This is an optimization exercise on Yosys and OpenROAD, whose aim is small area, a short achievable clock period and few clock cycles, not a production implementation. RTL that was checked went through simulation tests only; none was proved equivalent to the original.

Setup of old:
## MatrixMultUnit
module MatrixMultUnit(
  input  wire reset_n,
  input  wire clk,
  input  wire dut_valid,
  output wire dut_ready,
  output wire        dut__tb__sram_input_write_enable,
  output wire [15:0] dut__tb__sram_input_write_address,
  output wire [31:0] dut__tb__sram_input_write_data,
  output wire [15:0] dut__tb__sram_input_read_address,
  input  wire [31:0] tb__dut__sram_input_read_data,
  output wire        dut__tb__sram_weight_write_enable,
  output wire [15:0] dut__tb__sram_weight_write_address,
  output wire [31:0] dut__tb__sram_weight_write_data,
  output wire [15:0] dut__tb__sram_weight_read_address,
  input  wire [31:0] tb__dut__sram_weight_read_data,
  output wire        dut__tb__sram_result_write_enable,
  output wire [15:0] dut__tb__sram_result_write_address,
  output wire [31:0] dut__tb__sram_result_write_data,
  output wire [15:0] dut__tb__sram_result_read_address,
  input  wire [31:0] tb__dut__sram_result_read_data,
  output wire        dut__tb__sram_scratchpad_write_enable,
  output wire [15:0] dut__tb__sram_scratchpad_write_address,
  output wire [31:0] dut__tb__sram_scratchpad_write_data,
  output wire [15:0] dut__tb__sram_scratchpad_read_address,
  input  wire [31:0] tb__dut__sram_scratchpad_read_data
);
clock: 10.0 ns
lec_check: 0
abc_clock_period_in_ps: 3000
cap_margin: 20
core_margin: 2
core_utilization: 40
slew_margin: 20
standard.sh (not shown) runs the stock make flow with config.mk's settings and CLKGATE_MAP_FILE= SYNTH_SCRIPT=/design/flow/synth_recipe.tcl, a recipe that flattens the netlist after the stock synthesis.
==> flow/flow/run.sh <==
#!/bin/bash
# Standard layout, with timing repair aiming at 7 ns of setup slack.
set -euo pipefail
bash standard.sh SETUP_SLACK_MARGIN=7 finish > standard_flow.log 2>&1
Testbench counts of old, summed over its fixed seeds: cycles 565,045.
The following lists how new was set up differently from old:
- ABC_CLOCK_PERIOD_IN_PS no longer set, was 3000
==> flow/run.sh (new file) <==
#!/bin/bash
# synth_recipe.tcl (not shown) runs the flow's synth.tcl, then flattens the netlist and writes it again
# the make line also repeats each setting of config.mk as NAME=value (left out here)
make -C /OpenROAD-flow-scripts/flow DESIGN_CONFIG=/design/flow/config.mk WORK_HOME=/design/flow/orfs CLKGATE_MAP_FILE= SYNTH_SCRIPT=/design/flow/synth_recipe.tcl finish
removed: flow/flow/run.sh
removed: flow/standard.sh
Results
Number of buffer and inverter instances along the worst setup path: new vs old up 1
Diff new..old | instance count of the mapped netlist | unchanged
Comparing old and new, the lower via count was measured on new.
Comparing old and new, average via count per standard cell is lower on new.
[new] worst-case headroom to the max-slew limit fell 4.1 points relative to old
Ratio of final minimum period to clock period for new: 6.3 points up relative to old
Side by side, final core area utilization turned out lower in new than in old.
Looking at old and new, the hold slack is a wash.
When the final numbers for old and new were put side by side, the slew at the pin closest to its max-slew limit turned out to be greater in new.

* * *

MatrixMultUnit, a different RTL version from the one above (not shown whole).
For scale: ~390 I/O pins.
==> flow/design.v (excerpt) <==
module MatrixMultUnit(
  input  wire reset_n,
  input  wire clk,
  input  wire dut_valid,
  output wire dut_ready,
  output wire        dut__tb__sram_input_write_enable,
  output wire [15:0] dut__tb__sram_input_write_address,
  output wire [31:0] dut__tb__sram_input_write_data,
  output wire [15:0] dut__tb__sram_input_read_address,
  input  wire [31:0] tb__dut__sram_input_read_data,
  output wire        dut__tb__sram_weight_write_enable,
  output wire [15:0] dut__tb__sram_weight_write_address,
  output wire [31:0] dut__tb__sram_weight_write_data,
  output wire [15:0] dut__tb__sram_weight_read_address,
  input  wire [31:0] tb__dut__sram_weight_read_data,
  output wire        dut__tb__sram_result_write_enable,
  output wire [15:0] dut__tb__sram_result_write_address,
  output wire [31:0] dut__tb__sram_result_write_data,
  output wire [15:0] dut__tb__sram_result_read_address,
  input  wire [31:0] tb__dut__sram_result_read_data,
  output wire        dut__tb__sram_scratchpad_write_enable,
  output wire [15:0] dut__tb__sram_scratchpad_write_address,
  output wire [31:0] dut__tb__sram_scratchpad_write_data,
  output wire [15:0] dut__tb__sram_scratchpad_read_address,
  input  wire [31:0] tb__dut__sram_scratchpad_read_data
);
localparam S_IDLE  = 3'd0;
localparam S_LOAD0 = 3'd1;    
localparam S_LOAD1 = 3'd2;    
localparam S_LOAD2 = 3'd3;    
  ...
==> flow/config.mk <==
export PLATFORM = sky130hd
export DESIGN_NAME = MatrixMultUnit
export DESIGN_NICKNAME = MatrixMultUnit
export VERILOG_FILES = /design/flow/design.v
export SDC_FILE = /design/flow/constraint.sdc
export NUM_CORES = 4
export LEC_CHECK = 0
export ABC_CLOCK_PERIOD_IN_PS = 4000
export CAP_MARGIN = 20
export CORE_MARGIN = 2
export CORE_UTILIZATION = 40
export SLEW_MARGIN = 20
export SYNTH_HIERARCHICAL = 1
==> flow/constraint.sdc <==
create_clock -name core_clock -period 10.0 [get_ports {clk}]
set_input_delay 2.0000 -clock core_clock [delete_from_list [all_inputs] [get_ports {clk}]]
set_output_delay 2.0000 -clock core_clock [all_outputs]
set_load 0.01 [all_outputs]
==> flow/flow/run.sh <==
#!/bin/bash
# The standard layout (standard synthesis included), with timing repair
# aiming at 6.85 ns of setup slack instead of 0.
set -euo pipefail
bash standard.sh SETUP_SLACK_MARGIN=6.85 finish > standard_flow.log 2>&1
The starting point completed without violations.
Edit:
ABC_CLOCK_PERIOD_IN_PS = 3000   (was 4000)
CORE_UTILIZATION = 65   (was 40)
Outcome: The new run completed with no timing, DRC or antenna violations. Setup slack gains 0.048 ns. Non-clock buffer count is lower by 19. Sequential share of layout area rises by 0.92 points. Worst hold slack hardly moves. Via count went up by about 5%. Global-route usage goes up by 15 points. Synthesized area is unchanged. Clock skew went down by 0.016 ns.
Edit:
==> flow/flow/run.sh (replaced) <==
#!/bin/bash
# The standard layout (standard synthesis included), with timing repair
# aiming at 7.0 ns of setup slack instead of 0.
set -euo pipefail
bash standard.sh SETUP_SLACK_MARGIN=7.0 finish > standard_flow.log 2>&1
CORE_UTILIZATION = 40   (was 65)
What happened: The changed run produced a clean layout. Core utilization shrinks by 27 points. Die area is higher by well over a third. Clock skew grows by 0.024 ns. Final area climbs by a few percent. Setup slack gets worse by 0.031 ns. Routed wire length went down by a few percent. Cell count came out higher by roughly a tenth. Via count decreases by a few percent.
No functional check of the RTL was part of any run of this note.

* * *

== the baseline ==
MatrixMultUnit, a different RTL version from the one above (not shown whole).
Size: about 3300 cells after synthesis, about 470 flip-flops, roughly 390 I/O pins.
Design MatrixMultUnit, start of the top module:
module MatrixMultUnit(
  input  wire reset_n,
  input  wire clk,
  input  wire dut_valid,
  output wire dut_ready,
  output wire        dut__tb__sram_input_write_enable,
  output wire [15:0] dut__tb__sram_input_write_address,
  output wire [31:0] dut__tb__sram_input_write_data,
  output wire [15:0] dut__tb__sram_input_read_address,
  input  wire [31:0] tb__dut__sram_input_read_data,
  output wire        dut__tb__sram_weight_write_enable,
  output wire [15:0] dut__tb__sram_weight_write_address,
  output wire [31:0] dut__tb__sram_weight_write_data,
  output wire [15:0] dut__tb__sram_weight_read_address,
  input  wire [31:0] tb__dut__sram_weight_read_data,
  output wire        dut__tb__sram_result_write_enable,
  output wire [15:0] dut__tb__sram_result_write_address,
  output wire [31:0] dut__tb__sram_result_write_data,
  output wire [15:0] dut__tb__sram_result_read_address,
  input  wire [31:0] tb__dut__sram_result_read_data,
  output wire        dut__tb__sram_scratchpad_write_enable,
  output wire [15:0] dut__tb__sram_scratchpad_write_address,
  output wire [31:0] dut__tb__sram_scratchpad_write_data,
  output wire [15:0] dut__tb__sram_scratchpad_read_address,
  input  wire [31:0] tb__dut__sram_scratchpad_read_data
);
Settings: LEC_CHECK=0, ABC_CLOCK_PERIOD_IN_PS=3000, CAP_MARGIN=20, CORE_MARGIN=2, CORE_UTILIZATION=40, SLEW_MARGIN=20; clock period 10.0 ns.
==> flow/flow/run.sh <==
#!/bin/bash
# The standard layout, with timing repair aiming at 6.5 ns of setup slack.
set -euo pipefail
bash standard.sh SETUP_SLACK_MARGIN=6.5 finish > standard_flow.log 2>&1
The baseline: all stages complete, timing, DRC and antenna checks passed
### the baseline -> the candidate
==> flow/flow/run.sh <==
#!/bin/bash
# The standard layout, with timing repair aiming at 6.8 ns of setup slack.
set -euo pipefail
bash standard.sh SETUP_SLACK_MARGIN=6.8 finish > standard_flow.log 2>&1
--- outcome ---
The flow did not stop early for the candidate: all stages ran, and the layout cleared the timing, design-rule and antenna checks. Compare the baseline and the candidate | fmax lower: the baseline. Compared to the baseline, the candidate has fraction of final layout cells sized beyond drive strength 1 8.0 points higher. Compared with the baseline, the candidate shows detailed placer's ending HPWL that has gone up slightly. Re detailed-route via count: the baseline was lower than the candidate. The candidate vs. the baseline: critical path depth higher, finished layout cell area increased by about 2.7% relative to the old numbers.
No functional check of the RTL was part of any run of this note.

* * *

Another version of the RTL of MatrixMultUnit (not shown whole).
Size: roughly 390 I/O pins, about 0.030 mm^2 of cells after synthesis.
==> flow/config.mk <==
export PLATFORM = sky130hd
export DESIGN_NAME = MatrixMultUnit
export DESIGN_NICKNAME = MatrixMultUnit
export VERILOG_FILES = /design/flow/design.v
export SDC_FILE = /design/flow/constraint.sdc
export NUM_CORES = 4
export LEC_CHECK = 0
export CAP_MARGIN = 20
export CORE_MARGIN = 2
export CORE_UTILIZATION = 65
export SETUP_SLACK_MARGIN = 5
export SLEW_MARGIN = 20
export SYNTH_HIERARCHICAL = 1
==> flow/constraint.sdc <==
create_clock -name core_clock -period 10.0 [get_ports {clk}]
set_input_delay 2.0000 -clock core_clock [delete_from_list [all_inputs] [get_ports {clk}]]
set_output_delay 2.0000 -clock core_clock [all_outputs]
set_load 0.01 [all_outputs]
run.sh (not shown) runs the stock make flow with config.mk's settings and CLKGATE_MAP_FILE= SYNTH_SCRIPT=/design/flow/synth_recipe.tcl, a recipe that flattens the netlist after the stock synthesis.
Stock flow here: none of the scripts above is used.
The baseline produced a clean layout.
Testbench counts at the start, summed over its fixed seeds: cycles 565,141.
Change:
==> flow/flow/run.sh (new file) <==
#!/bin/bash
# The standard layout (standard synthesis included), with timing repair
# aiming at 6.85 ns of setup slack instead of 0.
set -euo pipefail
bash standard.sh SETUP_SLACK_MARGIN=6.85 finish > standard_flow.log 2>&1
==> flow/standard.sh (new file) <==
#!/bin/bash
# synth_recipe.tcl (not shown) runs the flow's synth.tcl, then flattens the netlist and writes it again
# the make line also repeats each setting of config.mk as NAME=value (left out here)
make -C /OpenROAD-flow-scripts/flow DESIGN_CONFIG=/design/flow/config.mk WORK_HOME=/design/flow/orfs CLKGATE_MAP_FILE= SYNTH_SCRIPT=/design/flow/synth_recipe.tcl "${@:-finish}"
Settings changed: CTS_CLUSTER_DIAMETER from default to 60, CTS_CLUSTER_SIZE from default to 25, SETUP_SLACK_MARGIN 5 to default.
removed: flow/run.sh
Critical path depth rose by 1.
Worst setup slack improves by 750 ps.
Synthesized cell count stays the same.
Synthesized area does not change.
Change:
Settings changed: CAP_MARGIN 20 to 5, CTS_CLUSTER_DIAMETER 60 to default, CTS_CLUSTER_SIZE 25 to default, SLEW_MARGIN 20 to 5.
Effect: Core utilization is higher by 0.11 points. Clock skew barely changes. Synthesized cell count stays the same. Global-route usage barely changes. Final area barely changes. Clock-buffer cell count rose by 21. Wire length is about the same. Synthesized area does not change.

-- what the ideal ports hide --
No port has a modelled driver above. Below, the same layouts with a new extraction and two added sets of constraints. Step 1 (the two cells are an assumption about what drives the block):
set clk [get_ports {clk}]
set_driving_cell -lib_cell sky130_fd_sc_hd__clkbuf_16 $clk
set_driving_cell -lib_cell sky130_fd_sc_hd__buf_2 [delete_from_list [all_inputs] $clk]
Step 2 also shifts input and output timing later by t, the mid clock arrival at the registers, as if the neighbouring blocks saw the same clock. a / b / c = ideal / step 1 / step 2; a / b = the first two.
run | t (ns) | setup WS [ns] | pins driven straight from the clock port
old | 0.651 | 6.085 / 6.085 / 6.085 | 1
new | 0.635 | 5.454 / 5.454 / 5.454 | 1
the first run of note 2 | 0.697 | 6.789 / 6.724 / 6.593 | 1
the second run of note 2 | 0.659 | 6.837 / 6.777 / 6.726 | 1
the third run of note 2 | 0.685 | 6.806 / 6.742 / 6.596 | 1
the baseline | 0.674 | 6.477 / 6.415 / 6.511 | 1
the candidate | 0.671 | 6.579 / 6.515 / 6.638 | 1
the first run of note 4 | 0.654 | 6.017 / 6.017 / 6.017 | 1
the second run of note 4 | 0.633 | 6.771 / 6.753 / 6.678 | 1
the third run of note 4 | 0.643 | 6.803 / 6.752 / 6.701 | 1
After both steps every run listed still meets setup and hold. For the third run of note 2, which loses most, drivers alone change the setup slack by -0.064 ns; drivers and shift together by -0.210 ns.
